Context: an optimization exercise on an open-source flow, tuned for small area and a short achievable clock period. The choices shown serve that exercise and are no tape-out recipe.
Function was checked by simulation only, so behaviour that the tests miss may differ from the original.
Power is estimated from default activity; no workload was simulated.

### run.sh
#!/bin/bash
# synth_recipe.tcl (not shown) runs the flow's synth.tcl, then flattens the netlist and writes it again
# the make line also repeats each setting of config.mk as NAME=value (left out here)
make -C /OpenROAD-flow-scripts/flow DESIGN_CONFIG=/design/flow/config.mk WORK_HOME=/design/flow/orfs CLKGATE_MAP_FILE= SYNTH_SCRIPT=/design/flow/synth_recipe.tcl finish
### config.mk
export PLATFORM = sky130hd
export DESIGN_NAME = custom_isa_extensions
export DESIGN_NICKNAME = custom_isa_extensions
export VERILOG_FILES = /design/flow/design.v
export SDC_FILE = /design/flow/constraint.sdc
export NUM_CORES = 4
export LEC_CHECK = 0
export CAP_MARGIN = 20
export CORE_MARGIN = 2
export CORE_UTILIZATION = 40
export SLEW_MARGIN = 20
### constraint.sdc
create_clock -name core_clock -period 9.0 [get_ports {clk}]
set_input_delay 1.8000 -clock core_clock [delete_from_list [all_inputs] [get_ports {clk}]]
set_output_delay 1.8000 -clock core_clock [all_outputs]
set_load 0.01 [all_outputs]
### design.v
module custom_isa_extensions (
    input wire clk,
    input wire resetn,
    input wire is_custom_instruction,
    input wire is_vconv_instruction,
    input wire is_relu_instruction,
    input wire is_madd_instruction,
    input wire is_gemm_instruction,
    input wire [31:0] rs1_data,
    input wire [31:0] rs2_data,
    input wire [31:0] rs3_data,
    input wire instruction_valid,
    output reg instruction_ready,
    output reg [31:0] result_data,
    input wire [31:0] mem_addr,
    input wire [31:0] mem_wdata,
    output reg [31:0] mem_rdata,
    input wire [3:0] mem_wstrb,
    input wire mem_valid,
    output wire mem_ready,
    input wire mem_we
);
    reg s_idle, s_dec, s_vc, s_relu, s_madd, s_gemm, s_comp;
    reg [4:0] cnt;               
    reg [31:0] temp;
    reg vph;                     
    reg fresh_v, fresh_g;        
    reg [15:0] vr [0:7];         
    reg [15:0] gr [0:15];        
    reg [15:0] xr, yr;           
    reg [15:0] sr, cr;           
    reg [15:0] hr;               
    wire s_exec    = s_vc | s_relu | s_madd | s_gemm;
    wire vc_last   = s_vc   & (cnt[3:0] == 4'd15);
    wire relu_last = s_relu & (cnt[1:0] == 2'd3);
    wire madd_last = s_madd & (cnt[2:0] == 3'd7);
    wire gemm_last = s_gemm & (cnt == 5'd31);
    wire go        = instruction_valid & is_custom_instruction;
    wire m0 = s_madd & (cnt[2:0] == 3'd0);
    wire m1 = s_madd & (cnt[2:0] == 3'd1);
    wire m2 = s_madd & (cnt[2:0] == 3'd2);
    wire m3 = s_madd & (cnt[2:0] == 3'd3);
    wire m4 = s_madd & (cnt[2:0] == 3'd4);
    wire m5 = s_madd & (cnt[2:0] == 3'd5);
    wire m6 = s_madd & (cnt[2:0] == 3'd6);
    always @(posedge clk) begin
        if (!resetn) begin
            s_idle <= 1'b1;
            s_dec  <= 1'b0;
            s_vc   <= 1'b0;
            s_relu <= 1'b0;
            s_madd <= 1'b0;
            s_gemm <= 1'b0;
            s_comp <= 1'b0;
        end else begin
            s_idle <= (s_idle & ~go) | s_comp |
                      (s_dec & ~(is_vconv_instruction | is_relu_instruction |
                                 is_madd_instruction | is_gemm_instruction));
            s_dec  <= s_idle & go;
            s_vc   <= (s_dec & is_vconv_instruction) | (s_vc & ~vc_last);
            s_relu <= (s_dec & ~is_vconv_instruction & is_relu_instruction) |
                      (s_relu & ~relu_last);
            s_madd <= (s_dec & ~is_vconv_instruction & ~is_relu_instruction &
                       is_madd_instruction) | (s_madd & ~madd_last);
            s_gemm <= (s_dec & ~is_vconv_instruction & ~is_relu_instruction &
                       ~is_madd_instruction & is_gemm_instruction) |
                      (s_gemm & ~gemm_last);
            s_comp <= vc_last | relu_last | madd_last | gemm_last;
        end
    end
    always @(posedge clk) begin
        if (!resetn || !s_exec)
            cnt <= 5'd0;
        else
            cnt <= cnt + 5'd1;
    end
    always @(posedge clk) begin
        if (!(s_madd && cnt != 5'd0)) begin
            xr <= rs1_data[15:0];
            yr <= rs2_data[15:0];
        end
    end
    wire [15:0] ma = m2        ? temp[31:16] :
                     (m3 | m5) ? {8'd0, xr[15:8]} :
                     (m4 | m6) ? {8'd0, xr[7:0]} : xr;
    wire [15:0] mb = m1        ? temp[15:0] :
                     (m3 | m6) ? {8'd0, yr[15:8]} :
                     (m4 | m5) ? {8'd0, yr[7:0]} : yr;
    wire [15:0] cs_s, cs_c;
    wire cs_p0_0 = ma[0] & mb[0];
    wire cs_p0_1 = ma[0] & mb[1];
    wire cs_p0_2 = ma[0] & mb[2];
    wire cs_p0_3 = ma[0] & mb[3];
    wire cs_p0_4 = ma[0] & mb[4];
    wire cs_p0_5 = ma[0] & mb[5];
    wire cs_p0_6 = ma[0] & mb[6];
    wire cs_p0_7 = ma[0] & mb[7];
    wire cs_p0_8 = ma[0] & mb[8];
    wire cs_p0_9 = ma[0] & mb[9];
    wire cs_p0_10 = ma[0] & mb[10];
    wire cs_p0_11 = ma[0] & mb[11];
    wire cs_p0_12 = ma[0] & mb[12];
    wire cs_p0_13 = ma[0] & mb[13];
    wire cs_p0_14 = ma[0] & mb[14];
    wire cs_p0_15 = ma[0] & mb[15];
    wire cs_p1_0 = ma[1] & mb[0];
    wire cs_p1_1 = ma[1] & mb[1];
    wire cs_p1_2 = ma[1] & mb[2];
    wire cs_p1_3 = ma[1] & mb[3];
    wire cs_p1_4 = ma[1] & mb[4];
    wire cs_p1_5 = ma[1] & mb[5];
    wire cs_p1_6 = ma[1] & mb[6];
    wire cs_p1_7 = ma[1] & mb[7];
    wire cs_p1_8 = ma[1] & mb[8];
    wire cs_p1_9 = ma[1] & mb[9];
    wire cs_p1_10 = ma[1] & mb[10];
    wire cs_p1_11 = ma[1] & mb[11];
    wire cs_p1_12 = ma[1] & mb[12];
    wire cs_p1_13 = ma[1] & mb[13];
    wire cs_p1_14 = ma[1] & mb[14];
    wire cs_p2_0 = ma[2] & mb[0];
    wire cs_p2_1 = ma[2] & mb[1];
    wire cs_p2_2 = ma[2] & mb[2];
    wire cs_p2_3 = ma[2] & mb[3];
    wire cs_p2_4 = ma[2] & mb[4];
    wire cs_p2_5 = ma[2] & mb[5];
    wire cs_p2_6 = ma[2] & mb[6];
    wire cs_p2_7 = ma[2] & mb[7];
    wire cs_p2_8 = ma[2] & mb[8];
    wire cs_p2_9 = ma[2] & mb[9];
    wire cs_p2_10 = ma[2] & mb[10];
    wire cs_p2_11 = ma[2] & mb[11];
    wire cs_p2_12 = ma[2] & mb[12];
    wire cs_p2_13 = ma[2] & mb[13];
    wire cs_p3_0 = ma[3] & mb[0];
    wire cs_p3_1 = ma[3] & mb[1];
    wire cs_p3_2 = ma[3] & mb[2];
    wire cs_p3_3 = ma[3] & mb[3];
    wire cs_p3_4 = ma[3] & mb[4];
    wire cs_p3_5 = ma[3] & mb[5];
    wire cs_p3_6 = ma[3] & mb[6];
    wire cs_p3_7 = ma[3] & mb[7];
    wire cs_p3_8 = ma[3] & mb[8];
    wire cs_p3_9 = ma[3] & mb[9];
    wire cs_p3_10 = ma[3] & mb[10];
    wire cs_p3_11 = ma[3] & mb[11];
    wire cs_p3_12 = ma[3] & mb[12];
    wire cs_p4_0 = ma[4] & mb[0];
    wire cs_p4_1 = ma[4] & mb[1];
    wire cs_p4_2 = ma[4] & mb[2];
    wire cs_p4_3 = ma[4] & mb[3];
    wire cs_p4_4 = ma[4] & mb[4];
    wire cs_p4_5 = ma[4] & mb[5];
    wire cs_p4_6 = ma[4] & mb[6];
    wire cs_p4_7 = ma[4] & mb[7];
    wire cs_p4_8 = ma[4] & mb[8];
    wire cs_p4_9 = ma[4] & mb[9];
    wire cs_p4_10 = ma[4] & mb[10];
    wire cs_p4_11 = ma[4] & mb[11];
    wire cs_p5_0 = ma[5] & mb[0];
    wire cs_p5_1 = ma[5] & mb[1];
    wire cs_p5_2 = ma[5] & mb[2];
    wire cs_p5_3 = ma[5] & mb[3];
    wire cs_p5_4 = ma[5] & mb[4];
    wire cs_p5_5 = ma[5] & mb[5];
    wire cs_p5_6 = ma[5] & mb[6];
    wire cs_p5_7 = ma[5] & mb[7];
    wire cs_p5_8 = ma[5] & mb[8];
    wire cs_p5_9 = ma[5] & mb[9];
    wire cs_p5_10 = ma[5] & mb[10];
    wire cs_p6_0 = ma[6] & mb[0];
    wire cs_p6_1 = ma[6] & mb[1];
    wire cs_p6_2 = ma[6] & mb[2];
    wire cs_p6_3 = ma[6] & mb[3];
    wire cs_p6_4 = ma[6] & mb[4];
    wire cs_p6_5 = ma[6] & mb[5];
    wire cs_p6_6 = ma[6] & mb[6];
    wire cs_p6_7 = ma[6] & mb[7];
    wire cs_p6_8 = ma[6] & mb[8];
    wire cs_p6_9 = ma[6] & mb[9];
    wire cs_p7_0 = ma[7] & mb[0];
    wire cs_p7_1 = ma[7] & mb[1];
    wire cs_p7_2 = ma[7] & mb[2];
    wire cs_p7_3 = ma[7] & mb[3];
    wire cs_p7_4 = ma[7] & mb[4];
    wire cs_p7_5 = ma[7] & mb[5];
    wire cs_p7_6 = ma[7] & mb[6];
    wire cs_p7_7 = ma[7] & mb[7];
    wire cs_p7_8 = ma[7] & mb[8];
    wire cs_p8_0 = ma[8] & mb[0];
    wire cs_p8_1 = ma[8] & mb[1];
    wire cs_p8_2 = ma[8] & mb[2];
    wire cs_p8_3 = ma[8] & mb[3];
    wire cs_p8_4 = ma[8] & mb[4];
    wire cs_p8_5 = ma[8] & mb[5];
    wire cs_p8_6 = ma[8] & mb[6];
    wire cs_p8_7 = ma[8] & mb[7];
    wire cs_p9_0 = ma[9] & mb[0];
    wire cs_p9_1 = ma[9] & mb[1];
    wire cs_p9_2 = ma[9] & mb[2];
    wire cs_p9_3 = ma[9] & mb[3];
    wire cs_p9_4 = ma[9] & mb[4];
    wire cs_p9_5 = ma[9] & mb[5];
    wire cs_p9_6 = ma[9] & mb[6];
    wire cs_p10_0 = ma[10] & mb[0];
    wire cs_p10_1 = ma[10] & mb[1];
    wire cs_p10_2 = ma[10] & mb[2];
    wire cs_p10_3 = ma[10] & mb[3];
    wire cs_p10_4 = ma[10] & mb[4];
    wire cs_p10_5 = ma[10] & mb[5];
    wire cs_p11_0 = ma[11] & mb[0];
    wire cs_p11_1 = ma[11] & mb[1];
    wire cs_p11_2 = ma[11] & mb[2];
    wire cs_p11_3 = ma[11] & mb[3];
    wire cs_p11_4 = ma[11] & mb[4];
    wire cs_p12_0 = ma[12] & mb[0];
    wire cs_p12_1 = ma[12] & mb[1];
    wire cs_p12_2 = ma[12] & mb[2];
    wire cs_p12_3 = ma[12] & mb[3];
    wire cs_p13_0 = ma[13] & mb[0];
    wire cs_p13_1 = ma[13] & mb[1];
    wire cs_p13_2 = ma[13] & mb[2];
    wire cs_p14_0 = ma[14] & mb[0];
    wire cs_p14_1 = ma[14] & mb[1];
    wire cs_p15_0 = ma[15] & mb[0];
    wire cs_s0 = cs_p0_13 ^ cs_p1_12;
    wire cs_c0 = cs_p0_13 & cs_p1_12;
    wire cs_s1 = cs_p0_14 ^ cs_p1_13 ^ cs_p2_12;
    wire cs_c1 = (cs_p0_14 & cs_p1_13) | (cs_p0_14 & cs_p2_12) | (cs_p1_13 & cs_p2_12);
    wire cs_s2 = cs_p3_11 ^ cs_p4_10;
    wire cs_c2 = cs_p3_11 & cs_p4_10;
    wire cs_s3 = cs_p0_15 ^ cs_p1_14 ^ cs_p2_13;
    wire cs_s4 = cs_p3_12 ^ cs_p4_11 ^ cs_p5_10;
    wire cs_s5 = cs_p6_9 ^ cs_p7_8;
    wire cs_s6 = cs_p0_9 ^ cs_p1_8;
    wire cs_c6 = cs_p0_9 & cs_p1_8;
    wire cs_s7 = cs_p0_10 ^ cs_p1_9 ^ cs_p2_8;
    wire cs_c7 = (cs_p0_10 & cs_p1_9) | (cs_p0_10 & cs_p2_8) | (cs_p1_9 & cs_p2_8);
    wire cs_s8 = cs_p3_7 ^ cs_p4_6;
    wire cs_c8 = cs_p3_7 & cs_p4_6;
    wire cs_s9 = cs_p0_11 ^ cs_p1_10 ^ cs_p2_9;
    wire cs_c9 = (cs_p0_11 & cs_p1_10) | (cs_p0_11 & cs_p2_9) | (cs_p1_10 & cs_p2_9);
    wire cs_s10 = cs_p3_8 ^ cs_p4_7 ^ cs_p5_6;
    wire cs_c10 = (cs_p3_8 & cs_p4_7) | (cs_p3_8 & cs_p5_6) | (cs_p4_7 & cs_p5_6);
    wire cs_s11 = cs_p6_5 ^ cs_p7_4;
    wire cs_c11 = cs_p6_5 & cs_p7_4;
    wire cs_s12 = cs_p0_12 ^ cs_p1_11 ^ cs_p2_10;
    wire cs_c12 = (cs_p0_12 & cs_p1_11) | (cs_p0_12 & cs_p2_10) | (cs_p1_11 & cs_p2_10);
    wire cs_s13 = cs_p3_9 ^ cs_p4_8 ^ cs_p5_7;
    wire cs_c13 = (cs_p3_9 & cs_p4_8) | (cs_p3_9 & cs_p5_7) | (cs_p4_8 & cs_p5_7);
    wire cs_s14 = cs_p6_6 ^ cs_p7_5 ^ cs_p8_4;
    wire cs_c14 = (cs_p6_6 & cs_p7_5) | (cs_p6_6 & cs_p8_4) | (cs_p7_5 & cs_p8_4);
    wire cs_s15 = cs_p9_3 ^ cs_p10_2;
    wire cs_c15 = cs_p9_3 & cs_p10_2;
    wire cs_s16 = cs_s0 ^ cs_p2_11 ^ cs_p3_10;
    wire cs_c16 = (cs_s0 & cs_p2_11) | (cs_s0 & cs_p3_10) | (cs_p2_11 & cs_p3_10);
    wire cs_s17 = cs_p4_9 ^ cs_p5_8 ^ cs_p6_7;
    wire cs_c17 = (cs_p4_9 & cs_p5_8) | (cs_p4_9 & cs_p6_7) | (cs_p5_8 & cs_p6_7);
    wire cs_s18 = cs_p7_6 ^ cs_p8_5 ^ cs_p9_4;
    wire cs_c18 = (cs_p7_6 & cs_p8_5) | (cs_p7_6 & cs_p9_4) | (cs_p8_5 & cs_p9_4);
    wire cs_s19 = cs_p10_3 ^ cs_p11_2 ^ cs_p12_1;
    wire cs_c19 = (cs_p10_3 & cs_p11_2) | (cs_p10_3 & cs_p12_1) | (cs_p11_2 & cs_p12_1);
    wire cs_s20 = cs_c0 ^ cs_s1 ^ cs_s2;
    wire cs_c20 = (cs_c0 & cs_s1) | (cs_c0 & cs_s2) | (cs_s1 & cs_s2);
    wire cs_s21 = cs_p5_9 ^ cs_p6_8 ^ cs_p7_7;
    wire cs_c21 = (cs_p5_9 & cs_p6_8) | (cs_p5_9 & cs_p7_7) | (cs_p6_8 & cs_p7_7);
    wire cs_s22 = cs_p8_6 ^ cs_p9_5 ^ cs_p10_4;
    wire cs_c22 = (cs_p8_6 & cs_p9_5) | (cs_p8_6 & cs_p10_4) | (cs_p9_5 & cs_p10_4);
    wire cs_s23 = cs_p11_3 ^ cs_p12_2 ^ cs_p13_1;
    wire cs_c23 = (cs_p11_3 & cs_p12_2) | (cs_p11_3 & cs_p13_1) | (cs_p12_2 & cs_p13_1);
    wire cs_s24 = cs_c1 ^ cs_c2 ^ cs_s3;
    wire cs_s25 = cs_s4 ^ cs_s5 ^ cs_p8_7;
    wire cs_s26 = cs_p9_6 ^ cs_p10_5 ^ cs_p11_4;
    wire cs_s27 = cs_p12_3 ^ cs_p13_2 ^ cs_p14_1;
    wire cs_s28 = cs_p0_6 ^ cs_p1_5;
    wire cs_c28 = cs_p0_6 & cs_p1_5;
    wire cs_s29 = cs_p0_7 ^ cs_p1_6 ^ cs_p2_5;
    wire cs_c29 = (cs_p0_7 & cs_p1_6) | (cs_p0_7 & cs_p2_5) | (cs_p1_6 & cs_p2_5);
    wire cs_s30 = cs_p3_4 ^ cs_p4_3;
    wire cs_c30 = cs_p3_4 & cs_p4_3;
    wire cs_s31 = cs_p0_8 ^ cs_p1_7 ^ cs_p2_6;
    wire cs_c31 = (cs_p0_8 & cs_p1_7) | (cs_p0_8 & cs_p2_6) | (cs_p1_7 & cs_p2_6);
    wire cs_s32 = cs_p3_5 ^ cs_p4_4 ^ cs_p5_3;
    wire cs_c32 = (cs_p3_5 & cs_p4_4) | (cs_p3_5 & cs_p5_3) | (cs_p4_4 & cs_p5_3);
    wire cs_s33 = cs_p6_2 ^ cs_p7_1;
    wire cs_c33 = cs_p6_2 & cs_p7_1;
    wire cs_s34 = cs_s6 ^ cs_p2_7 ^ cs_p3_6;
    wire cs_c34 = (cs_s6 & cs_p2_7) | (cs_s6 & cs_p3_6) | (cs_p2_7 & cs_p3_6);
    wire cs_s35 = cs_p4_5 ^ cs_p5_4 ^ cs_p6_3;
    wire cs_c35 = (cs_p4_5 & cs_p5_4) | (cs_p4_5 & cs_p6_3) | (cs_p5_4 & cs_p6_3);
    wire cs_s36 = cs_p7_2 ^ cs_p8_1 ^ cs_p9_0;
    wire cs_c36 = (cs_p7_2 & cs_p8_1) | (cs_p7_2 & cs_p9_0) | (cs_p8_1 & cs_p9_0);
    wire cs_s37 = cs_c6 ^ cs_s7 ^ cs_s8;
    wire cs_c37 = (cs_c6 & cs_s7) | (cs_c6 & cs_s8) | (cs_s7 & cs_s8);
    wire cs_s38 = cs_p5_5 ^ cs_p6_4 ^ cs_p7_3;
    wire cs_c38 = (cs_p5_5 & cs_p6_4) | (cs_p5_5 & cs_p7_3) | (cs_p6_4 & cs_p7_3);
    wire cs_s39 = cs_p8_2 ^ cs_p9_1 ^ cs_p10_0;
    wire cs_c39 = (cs_p8_2 & cs_p9_1) | (cs_p8_2 & cs_p10_0) | (cs_p9_1 & cs_p10_0);
    wire cs_s40 = cs_c7 ^ cs_c8 ^ cs_s9;
    wire cs_c40 = (cs_c7 & cs_c8) | (cs_c7 & cs_s9) | (cs_c8 & cs_s9);
    wire cs_s41 = cs_s10 ^ cs_s11 ^ cs_p8_3;
    wire cs_c41 = (cs_s10 & cs_s11) | (cs_s10 & cs_p8_3) | (cs_s11 & cs_p8_3);
    wire cs_s42 = cs_p9_2 ^ cs_p10_1 ^ cs_p11_0;
    wire cs_c42 = (cs_p9_2 & cs_p10_1) | (cs_p9_2 & cs_p11_0) | (cs_p10_1 & cs_p11_0);
    wire cs_s43 = cs_c9 ^ cs_c10 ^ cs_c11;
    wire cs_c43 = (cs_c9 & cs_c10) | (cs_c9 & cs_c11) | (cs_c10 & cs_c11);
    wire cs_s44 = cs_s12 ^ cs_s13 ^ cs_s14;
    wire cs_c44 = (cs_s12 & cs_s13) | (cs_s12 & cs_s14) | (cs_s13 & cs_s14);
    wire cs_s45 = cs_s15 ^ cs_p11_1 ^ cs_p12_0;
    wire cs_c45 = (cs_s15 & cs_p11_1) | (cs_s15 & cs_p12_0) | (cs_p11_1 & cs_p12_0);
    wire cs_s46 = cs_c12 ^ cs_c13 ^ cs_c14;
    wire cs_c46 = (cs_c12 & cs_c13) | (cs_c12 & cs_c14) | (cs_c13 & cs_c14);
    wire cs_s47 = cs_c15 ^ cs_s16 ^ cs_s17;
    wire cs_c47 = (cs_c15 & cs_s16) | (cs_c15 & cs_s17) | (cs_s16 & cs_s17);
    wire cs_s48 = cs_s18 ^ cs_s19 ^ cs_p13_0;
    wire cs_c48 = (cs_s18 & cs_s19) | (cs_s18 & cs_p13_0) | (cs_s19 & cs_p13_0);
    wire cs_s49 = cs_c16 ^ cs_c17 ^ cs_c18;
    wire cs_c49 = (cs_c16 & cs_c17) | (cs_c16 & cs_c18) | (cs_c17 & cs_c18);
    wire cs_s50 = cs_c19 ^ cs_s20 ^ cs_s21;
    wire cs_c50 = (cs_c19 & cs_s20) | (cs_c19 & cs_s21) | (cs_s20 & cs_s21);
    wire cs_s51 = cs_s22 ^ cs_s23 ^ cs_p14_0;
    wire cs_c51 = (cs_s22 & cs_s23) | (cs_s22 & cs_p14_0) | (cs_s23 & cs_p14_0);
    wire cs_s52 = cs_c20 ^ cs_c21 ^ cs_c22;
    wire cs_s53 = cs_c23 ^ cs_s24 ^ cs_s25;
    wire cs_s54 = cs_s26 ^ cs_s27 ^ cs_p15_0;
    wire cs_s55 = cs_p0_4 ^ cs_p1_3;
    wire cs_c55 = cs_p0_4 & cs_p1_3;
    wire cs_s56 = cs_p0_5 ^ cs_p1_4 ^ cs_p2_3;
    wire cs_c56 = (cs_p0_5 & cs_p1_4) | (cs_p0_5 & cs_p2_3) | (cs_p1_4 & cs_p2_3);
    wire cs_s57 = cs_p3_2 ^ cs_p4_1;
    wire cs_c57 = cs_p3_2 & cs_p4_1;
    wire cs_s58 = cs_s28 ^ cs_p2_4 ^ cs_p3_3;
    wire cs_c58 = (cs_s28 & cs_p2_4) | (cs_s28 & cs_p3_3) | (cs_p2_4 & cs_p3_3);
    wire cs_s59 = cs_p4_2 ^ cs_p5_1 ^ cs_p6_0;
    wire cs_c59 = (cs_p4_2 & cs_p5_1) | (cs_p4_2 & cs_p6_0) | (cs_p5_1 & cs_p6_0);
    wire cs_s60 = cs_c28 ^ cs_s29 ^ cs_s30;
    wire cs_c60 = (cs_c28 & cs_s29) | (cs_c28 & cs_s30) | (cs_s29 & cs_s30);
    wire cs_s61 = cs_p5_2 ^ cs_p6_1 ^ cs_p7_0;
    wire cs_c61 = (cs_p5_2 & cs_p6_1) | (cs_p5_2 & cs_p7_0) | (cs_p6_1 & cs_p7_0);
    wire cs_s62 = cs_c29 ^ cs_c30 ^ cs_s31;
    wire cs_c62 = (cs_c29 & cs_c30) | (cs_c29 & cs_s31) | (cs_c30 & cs_s31);
    wire cs_s63 = cs_s32 ^ cs_s33 ^ cs_p8_0;
    wire cs_c63 = (cs_s32 & cs_s33) | (cs_s32 & cs_p8_0) | (cs_s33 & cs_p8_0);
    wire cs_s64 = cs_c31 ^ cs_c32 ^ cs_c33;
    wire cs_c64 = (cs_c31 & cs_c32) | (cs_c31 & cs_c33) | (cs_c32 & cs_c33);
    wire cs_s65 = cs_s34 ^ cs_s35 ^ cs_s36;
    wire cs_c65 = (cs_s34 & cs_s35) | (cs_s34 & cs_s36) | (cs_s35 & cs_s36);
    wire cs_s66 = cs_c34 ^ cs_c35 ^ cs_c36;
    wire cs_c66 = (cs_c34 & cs_c35) | (cs_c34 & cs_c36) | (cs_c35 & cs_c36);
    wire cs_s67 = cs_s37 ^ cs_s38 ^ cs_s39;
    wire cs_c67 = (cs_s37 & cs_s38) | (cs_s37 & cs_s39) | (cs_s38 & cs_s39);
    wire cs_s68 = cs_c37 ^ cs_c38 ^ cs_c39;
    wire cs_c68 = (cs_c37 & cs_c38) | (cs_c37 & cs_c39) | (cs_c38 & cs_c39);
    wire cs_s69 = cs_s40 ^ cs_s41 ^ cs_s42;
    wire cs_c69 = (cs_s40 & cs_s41) | (cs_s40 & cs_s42) | (cs_s41 & cs_s42);
    wire cs_s70 = cs_c40 ^ cs_c41 ^ cs_c42;
    wire cs_c70 = (cs_c40 & cs_c41) | (cs_c40 & cs_c42) | (cs_c41 & cs_c42);
    wire cs_s71 = cs_s43 ^ cs_s44 ^ cs_s45;
    wire cs_c71 = (cs_s43 & cs_s44) | (cs_s43 & cs_s45) | (cs_s44 & cs_s45);
    wire cs_s72 = cs_c43 ^ cs_c44 ^ cs_c45;
    wire cs_c72 = (cs_c43 & cs_c44) | (cs_c43 & cs_c45) | (cs_c44 & cs_c45);
    wire cs_s73 = cs_s46 ^ cs_s47 ^ cs_s48;
    wire cs_c73 = (cs_s46 & cs_s47) | (cs_s46 & cs_s48) | (cs_s47 & cs_s48);
    wire cs_s74 = cs_c46 ^ cs_c47 ^ cs_c48;
    wire cs_c74 = (cs_c46 & cs_c47) | (cs_c46 & cs_c48) | (cs_c47 & cs_c48);
    wire cs_s75 = cs_s49 ^ cs_s50 ^ cs_s51;
    wire cs_c75 = (cs_s49 & cs_s50) | (cs_s49 & cs_s51) | (cs_s50 & cs_s51);
    wire cs_s76 = cs_c49 ^ cs_c50 ^ cs_c51;
    wire cs_s77 = cs_s52 ^ cs_s53 ^ cs_s54;
    wire cs_s78 = cs_p0_3 ^ cs_p1_2;
    wire cs_c78 = cs_p0_3 & cs_p1_2;
    wire cs_s79 = cs_s55 ^ cs_p2_2 ^ cs_p3_1;
    wire cs_c79 = (cs_s55 & cs_p2_2) | (cs_s55 & cs_p3_1) | (cs_p2_2 & cs_p3_1);
    wire cs_s80 = cs_c55 ^ cs_s56 ^ cs_s57;
    wire cs_c80 = (cs_c55 & cs_s56) | (cs_c55 & cs_s57) | (cs_s56 & cs_s57);
    wire cs_s81 = cs_c56 ^ cs_c57 ^ cs_s58;
    wire cs_c81 = (cs_c56 & cs_c57) | (cs_c56 & cs_s58) | (cs_c57 & cs_s58);
    wire cs_s82 = cs_c58 ^ cs_c59 ^ cs_s60;
    wire cs_c82 = (cs_c58 & cs_c59) | (cs_c58 & cs_s60) | (cs_c59 & cs_s60);
    wire cs_s83 = cs_c60 ^ cs_c61 ^ cs_s62;
    wire cs_c83 = (cs_c60 & cs_c61) | (cs_c60 & cs_s62) | (cs_c61 & cs_s62);
    wire cs_s84 = cs_c62 ^ cs_c63 ^ cs_s64;
    wire cs_c84 = (cs_c62 & cs_c63) | (cs_c62 & cs_s64) | (cs_c63 & cs_s64);
    wire cs_s85 = cs_c64 ^ cs_c65 ^ cs_s66;
    wire cs_c85 = (cs_c64 & cs_c65) | (cs_c64 & cs_s66) | (cs_c65 & cs_s66);
    wire cs_s86 = cs_c66 ^ cs_c67 ^ cs_s68;
    wire cs_c86 = (cs_c66 & cs_c67) | (cs_c66 & cs_s68) | (cs_c67 & cs_s68);
    wire cs_s87 = cs_c68 ^ cs_c69 ^ cs_s70;
    wire cs_c87 = (cs_c68 & cs_c69) | (cs_c68 & cs_s70) | (cs_c69 & cs_s70);
    wire cs_s88 = cs_c70 ^ cs_c71 ^ cs_s72;
    wire cs_c88 = (cs_c70 & cs_c71) | (cs_c70 & cs_s72) | (cs_c71 & cs_s72);
    wire cs_s89 = cs_c72 ^ cs_c73 ^ cs_s74;
    wire cs_c89 = (cs_c72 & cs_c73) | (cs_c72 & cs_s74) | (cs_c73 & cs_s74);
    wire cs_s90 = cs_c74 ^ cs_c75 ^ cs_s76;
    wire cs_s91 = cs_p0_2 ^ cs_p1_1;
    wire cs_c91 = cs_p0_2 & cs_p1_1;
    wire cs_s92 = cs_s78 ^ cs_p2_1 ^ cs_p3_0;
    wire cs_c92 = (cs_s78 & cs_p2_1) | (cs_s78 & cs_p3_0) | (cs_p2_1 & cs_p3_0);
    wire cs_s93 = cs_c78 ^ cs_s79 ^ cs_p4_0;
    wire cs_c93 = (cs_c78 & cs_s79) | (cs_c78 & cs_p4_0) | (cs_s79 & cs_p4_0);
    wire cs_s94 = cs_c79 ^ cs_s80 ^ cs_p5_0;
    wire cs_c94 = (cs_c79 & cs_s80) | (cs_c79 & cs_p5_0) | (cs_s80 & cs_p5_0);
    wire cs_s95 = cs_c80 ^ cs_s81 ^ cs_s59;
    wire cs_c95 = (cs_c80 & cs_s81) | (cs_c80 & cs_s59) | (cs_s81 & cs_s59);
    wire cs_s96 = cs_c81 ^ cs_s82 ^ cs_s61;
    wire cs_c96 = (cs_c81 & cs_s82) | (cs_c81 & cs_s61) | (cs_s82 & cs_s61);
    wire cs_s97 = cs_c82 ^ cs_s83 ^ cs_s63;
    wire cs_c97 = (cs_c82 & cs_s83) | (cs_c82 & cs_s63) | (cs_s83 & cs_s63);
    wire cs_s98 = cs_c83 ^ cs_s84 ^ cs_s65;
    wire cs_c98 = (cs_c83 & cs_s84) | (cs_c83 & cs_s65) | (cs_s84 & cs_s65);
    wire cs_s99 = cs_c84 ^ cs_s85 ^ cs_s67;
    wire cs_c99 = (cs_c84 & cs_s85) | (cs_c84 & cs_s67) | (cs_s85 & cs_s67);
    wire cs_s100 = cs_c85 ^ cs_s86 ^ cs_s69;
    wire cs_c100 = (cs_c85 & cs_s86) | (cs_c85 & cs_s69) | (cs_s86 & cs_s69);
    wire cs_s101 = cs_c86 ^ cs_s87 ^ cs_s71;
    wire cs_c101 = (cs_c86 & cs_s87) | (cs_c86 & cs_s71) | (cs_s87 & cs_s71);
    wire cs_s102 = cs_c87 ^ cs_s88 ^ cs_s73;
    wire cs_c102 = (cs_c87 & cs_s88) | (cs_c87 & cs_s73) | (cs_s88 & cs_s73);
    wire cs_s103 = cs_c88 ^ cs_s89 ^ cs_s75;
    wire cs_c103 = (cs_c88 & cs_s89) | (cs_c88 & cs_s75) | (cs_s89 & cs_s75);
    wire cs_s104 = cs_c89 ^ cs_s90 ^ cs_s77;
    assign cs_s[0] = cs_p0_0;
    assign cs_c[0] = 1'b0;
    assign cs_s[1] = cs_p0_1;
    assign cs_c[1] = cs_p1_0;
    assign cs_s[2] = cs_s91;
    assign cs_c[2] = cs_p2_0;
    assign cs_s[3] = cs_c91;
    assign cs_c[3] = cs_s92;
    assign cs_s[4] = cs_c92;
    assign cs_c[4] = cs_s93;
    assign cs_s[5] = cs_c93;
    assign cs_c[5] = cs_s94;
    assign cs_s[6] = cs_c94;
    assign cs_c[6] = cs_s95;
    assign cs_s[7] = cs_c95;
    assign cs_c[7] = cs_s96;
    assign cs_s[8] = cs_c96;
    assign cs_c[8] = cs_s97;
    assign cs_s[9] = cs_c97;
    assign cs_c[9] = cs_s98;
    assign cs_s[10] = cs_c98;
    assign cs_c[10] = cs_s99;
    assign cs_s[11] = cs_c99;
    assign cs_c[11] = cs_s100;
    assign cs_s[12] = cs_c100;
    assign cs_c[12] = cs_s101;
    assign cs_s[13] = cs_c101;
    assign cs_c[13] = cs_s102;
    assign cs_s[14] = cs_c102;
    assign cs_c[14] = cs_s103;
    assign cs_s[15] = cs_c103;
    assign cs_c[15] = cs_s104;
    always @(posedge clk) begin
        sr <= cs_s;
        cr <= cs_c;
    end
    wire [15:0] vold = fresh_v ? 16'd0 : vr[6];
    wire [15:0] gacc = fresh_g ? 16'd0 : gr[14];
    wire [15:0] s2a  = s_vc ? vold : s_gemm ? gacc : (m3 | m4) ? hr : 16'd0;
    wire [15:0] p16  = s2a + sr + cr;
    wire vwe = s_vc & ~vph & (cnt[3:0] >= 4'd2) & (cnt[3:0] <= 4'd9);
    wire gwe = s_gemm & (cnt >= 5'd2) & (cnt <= 5'd17);
    integer i;
    always @(posedge clk) begin
        if (s_vc) begin
            for (i = 0; i < 7; i = i + 1)
                vr[i] <= vr[i + 1];
            vr[7] <= vr[0];
            vr[5] <= vwe ? p16 : vr[6];
        end
    end
    always @(posedge clk) begin
        if (s_gemm) begin
            for (i = 0; i < 15; i = i + 1)
                gr[i] <= gr[i + 1];
            gr[15] <= gr[0];
            gr[13] <= gwe ? p16 : gr[14];
        end
    end
    always @(posedge clk) begin
        if (!resetn) begin
            vph <= 1'b0;
            fresh_v <= 1'b1;
            fresh_g <= 1'b1;
        end else begin
            if (vc_last) begin
                vph <= ~vph;
                fresh_v <= 1'b0;
            end
            if (gemm_last)
                fresh_g <= 1'b0;
        end
    end
    always @(posedge clk) begin
        if (m2 | m3 | m4)
            hr <= p16;
    end
    wire [31:0] tadd = s_vc   ? {16'd0, vr[0]} :
                       s_gemm ? {16'd0, gr[0]} :
                       m5     ? {hr, p16} : {8'd0, p16, 8'd0};
    wire [31:0] tsum = temp + tadd;
    always @(posedge clk) begin
        if (!resetn)
            temp <= 32'd0;
        else if ((s_vc & cnt[3]) | (s_gemm & cnt[4]) | (s_madd & (cnt[2:0] >= 3'd5)))
            temp <= tsum;
        else if (s_relu & (cnt[1:0] == 2'd0))
            temp <= rs1_data[31] ? 32'd0 : rs1_data;
        else if (m0)
            temp <= {rs1_data[31:16], rs2_data[31:16]};
        else if (m4)
            temp <= rs3_data;
    end
    always @(posedge clk) begin
        if (!resetn)
            instruction_ready <= 1'b0;
        else if (s_idle | s_comp)
            instruction_ready <= 1'b1;
        else if (s_dec)
            instruction_ready <= 1'b0;
    end
    always @(posedge clk) begin
        if (!resetn || s_idle)
            result_data <= 32'd0;
        else if (vc_last | gemm_last | (s_relu & cnt[1]))
            result_data <= temp;
        else if (madd_last)
            result_data <= tsum;
    end
    always @(posedge clk) begin
        if (!resetn)
            mem_rdata <= 32'd0;
        else if (mem_valid && !mem_we)
            mem_rdata <= {mem_addr[7:0], mem_addr[15:8], mem_addr[23:16], mem_addr[31:24]};
    end
    assign mem_ready = 1'b1;
endmodule
==> flow_metrics.env <==
export IMPL_status="no timing/DRC/antenna violations"
export IMPL_antenna_found_initial=1
export IMPL_finalWirelength_um=70850
export IMPL_fmax_ghz=0.1245
export IMPL_first_iter_violations=1528
export IMPL_initial_utilization=0.4047
export IMPL_dieArea_um2=67280
export IMPL_grt_pass1_wl_um=104000
export IMPL_place_worst_setup_slack_ps=1101
export IMPL_cts_made_buffers=59
export IMPL_dr_pass1_iters=8
export IMPL_cts_tree="yes"
export IMPL_grt_util_all_layers=0.2061
export IMPL_timing_critical_path_buf_inv=3
export IMPL_yosysTopAreaCellShare=0.4972
export IMPL_synth_avg_cell_area_um2=12.42
export IMPL_synth_top_cell_by_area="edfxtp_1"
export IMPL_gp_congestion=0.9088
export IMPL_ios=240
export IMPL_portBuffers=202
export IMPL_fin_ws_ps=964.7
export IMPL_synthTopCellsByArea="edfxtp_1 50%, dfxtp_1 11%, fa_1 7.2%, ha_1 3.4%, nor2_1 2.9%"
export IMPL_drive_gt1_frac=0.08575
export IMPL_mappedNetlistNets=2439
export IMPL_synth_edf_count=432
export IMPL_seqPwrFrac=0.405
export IMPL_fin_crit_sh=0.8928
export IMPL_cp_required_ps=9520
export IMPL_grt_max_degree=96
export IMPL_ir_drop_mv=0.1517
export IMPL_vias=17250
export IMPL_clock_latency_ps=630
export IMPL_wl_per_cell_um=22.14
export IMPL_grt_pass1_vias=16850
export IMPL_cp_slowest_cell="a222oi_1"
export IMPL_p_sw_frac=0.3071
export IMPL_crit_path_start_kind="register"
export IMPL_rsz0062_at_grt="no"
export IMPL_power_net_switching_uw=2276
export IMPL_setup_viol=0
export IMPL_layout_nets=2633
export IMPL_tns_ps=0
export IMPL_critPathTopFamily="compound AO/OA/AOI/OAI gates"
export IMPL_area_delta_synth_final_pct=19.10
export IMPL_drc=0
export IMPL_syn_inst=2101
export IMPL_maxCapViolCount=0
export IMPL_die_y_um=259.4
export IMPL_fin_worst_skew_ps=20.53
export IMPL_cts_root_buf="clkbuf_16"
export IMPL_hold_buffers=0
export IMPL_crit_path_max_fanout=11
export IMPL_yosysWarnings=3
export IMPL_p_clk_frac=0.336
export IMPL_hold_ws_ps=407.0
export IMPL_min_period_ps=8035
export IMPL_post_synth_num_cell_types=80
export IMPL_end_kind="register"
export IMPL_core_area_um2=64460
export IMPL_p_int_uw=5136
export IMPL_die_w_um=259.4
export IMPL_cts_setup_buffers=0
export IMPL_rrSetupSlack_ps=960
export IMPL_vias_per_cell=5.392
export IMPL_rows=93
export IMPL_cp_arrival_ps=8560
export IMPL_netlist_area_um2=26090
export IMPL_final_common_cell="edfxtp_1"
export IMPL_synth_seq_cells=575
export IMPL_drtAntennaViolNets=0
export IMPL_max_stage_delay_ps=600
export IMPL_layout_common_cells="432 x edfxtp_1, 202 x clkdlybuf4s50_1, 200 x nor2_1, 200 x nand2_1, 148 x a21oi_1"
export IMPL_share_comb_of_total_power=0.258
export IMPL_p_leak_uw=0.01143
export IMPL_gr_total_overflow=0
export IMPL_ys_flop_type="edfxtp_1"
export IMPL_final_util=0.4820
export IMPL_worst_pin_slew_ps=1061
export IMPL_critPathKind="reg2reg"
export IMPL_yosysSeqAreaShare=0.6069
export IMPL_clockBufferDepth=3
export IMPL_timing_slew_headroom=0.2929
export IMPL_cts_sinks=575
export IMPL_p_per_area_nw_per_um2=238.5
export IMPL_maxSlewViolCount=0
export IMPL_hp_class="reg2reg"
export IMPL_async_flop_share=0
export IMPL_post_cts_resized=0
export IMPL_clkTransAtPathRegs_ps=70
export IMPL_dp_hpwl_um=50580
export IMPL_finalHoldViolations=0
export IMPL_h_tree_depth=2
==> synthesized netlist by cell type, drive strengths merged (8+ instances only) <==
cell type / n
a211o: 8
a211oi: 54
a21o: 22
a21oi: 153
a221oi: 15
a22oi: 12
a31oi: 19
and3: 27
buf: 19
clkbuf: 80
dfxtp: 143
edfxtp: 432
fa: 94
ha: 70
inv: 126
mux2: 31
mux2i: 25
nand2: 203
nand2b: 10
nand3: 31
nor2: 201
nor2b: 11
nor3: 27
o211ai: 12
o21a: 9
o21ai: 92
or2: 12
or3: 8
xnor2: 52
xor2: 17
==> cell families (layout without fill, tap and decap cells) <==
logic type | count (synthesis) | after routing | synth area share
multiplexers | 56 | 56 | 0.02297
XOR/XNOR | 71 | 71 | 0.02494
buffers and inverters | 226 | 469 | 0.03400
AND/OR/NAND/NOR | 557 | 557 | 0.09352
AO/OA/AOI/OAI | 451 | 451 | 0.1118
other | 1 | 2 | 0.0001437
adder cells (fa/ha/maj) | 164 | 164 | 0.1057
flip-flops | 575 | 575 | 0.6069
==> state kept, by name, indices dropped and copies added, names as in the netlist, 5 cells and up <==
name	cells
xr	16
cr	15
yr	16
result_data	32
gr	256
hr	16
mem_rdata	32
temp	32
sr	16
cnt	5
vr	128
==> power by group through the flow <==
stage	Clock [µW]	Sequential [µW]	Combinational, µW
floorplan	0	3050	1230
global placement	0	3060	1860
detailed placement	0	3060	1890
CTS	2560	3010	1910
global route	2660	3010	2090
finish	2490	3000	1920
==> stage by stage <==
step / std cells / area, µm² / power, µW
final: 3200 / 31070 / 7412
after global routing: 3199 / 31070 / 7760
after CTS: 3199 / 31050 / 7477
after detailed placement: 3089 / 29060 / 4955
after global placement: 3089 / 29050 / 4925
after floorplan: 2101 / 26090 / 4283
==> cell type report <==
class / count / area [µm²]
diodes: 1 / 2.502
repair buffers: 232 / 2255
inverters: 127 / 476.7
multi-input cells: 1300 / 9429
well taps: 855 / 1070
clock buffers: 69 / 1514
fillers: 5763 / 33390
flip-flops and latches: 575 / 15840
clock inverters: 41 / 484.2
==> final timing paths <==
path	depth (start not counted)	start	end
worst max register to register	30	cnt[1]	result_data[24]
worst min register to register	0	vr[7][14]	vr[6][14]
worst max-delay path	30	cnt[1]	result_data[24]
worst min-delay path	0	vr[7][14]	vr[6][14]
==> routing by layer <==
metal | GRT usage | share of wire
met5 | 0 | 0
met4 | 0.06721 | 0.030
met3 | 0.03476 | 0.067
met2 | 0.3365 | 0.47
met1 | 0.2802 | 0.44

afterwards: timing with drivers on the ports:
No port has a modelled driver above. Below, the same layout with a new extraction and two added sets of constraints. Step 1, drivers: a clkbuf_16 drives clk and a buf_2 each remaining input, both assumed. Step 2, shift: input delay + t, output delay - t, t = (earliest + latest rising clock arrival at the registers) / 2. This alone moves slack from input paths to output paths. Slacks: ideal ports / drivers / drivers and shift; pairs: ideal ports / drivers.
t (ns): 0.682
setup WS [ns]: 0.965 / 0.965 / 0.965
clock arrival spread, ns: 0.021 / 0.021
worst data-port slew with drivers (ns): 0.07
After both steps setup and hold are still met in this run. The setup slack of this run moves by 0.000 ns with the drivers and by 0.000 ns with both steps.
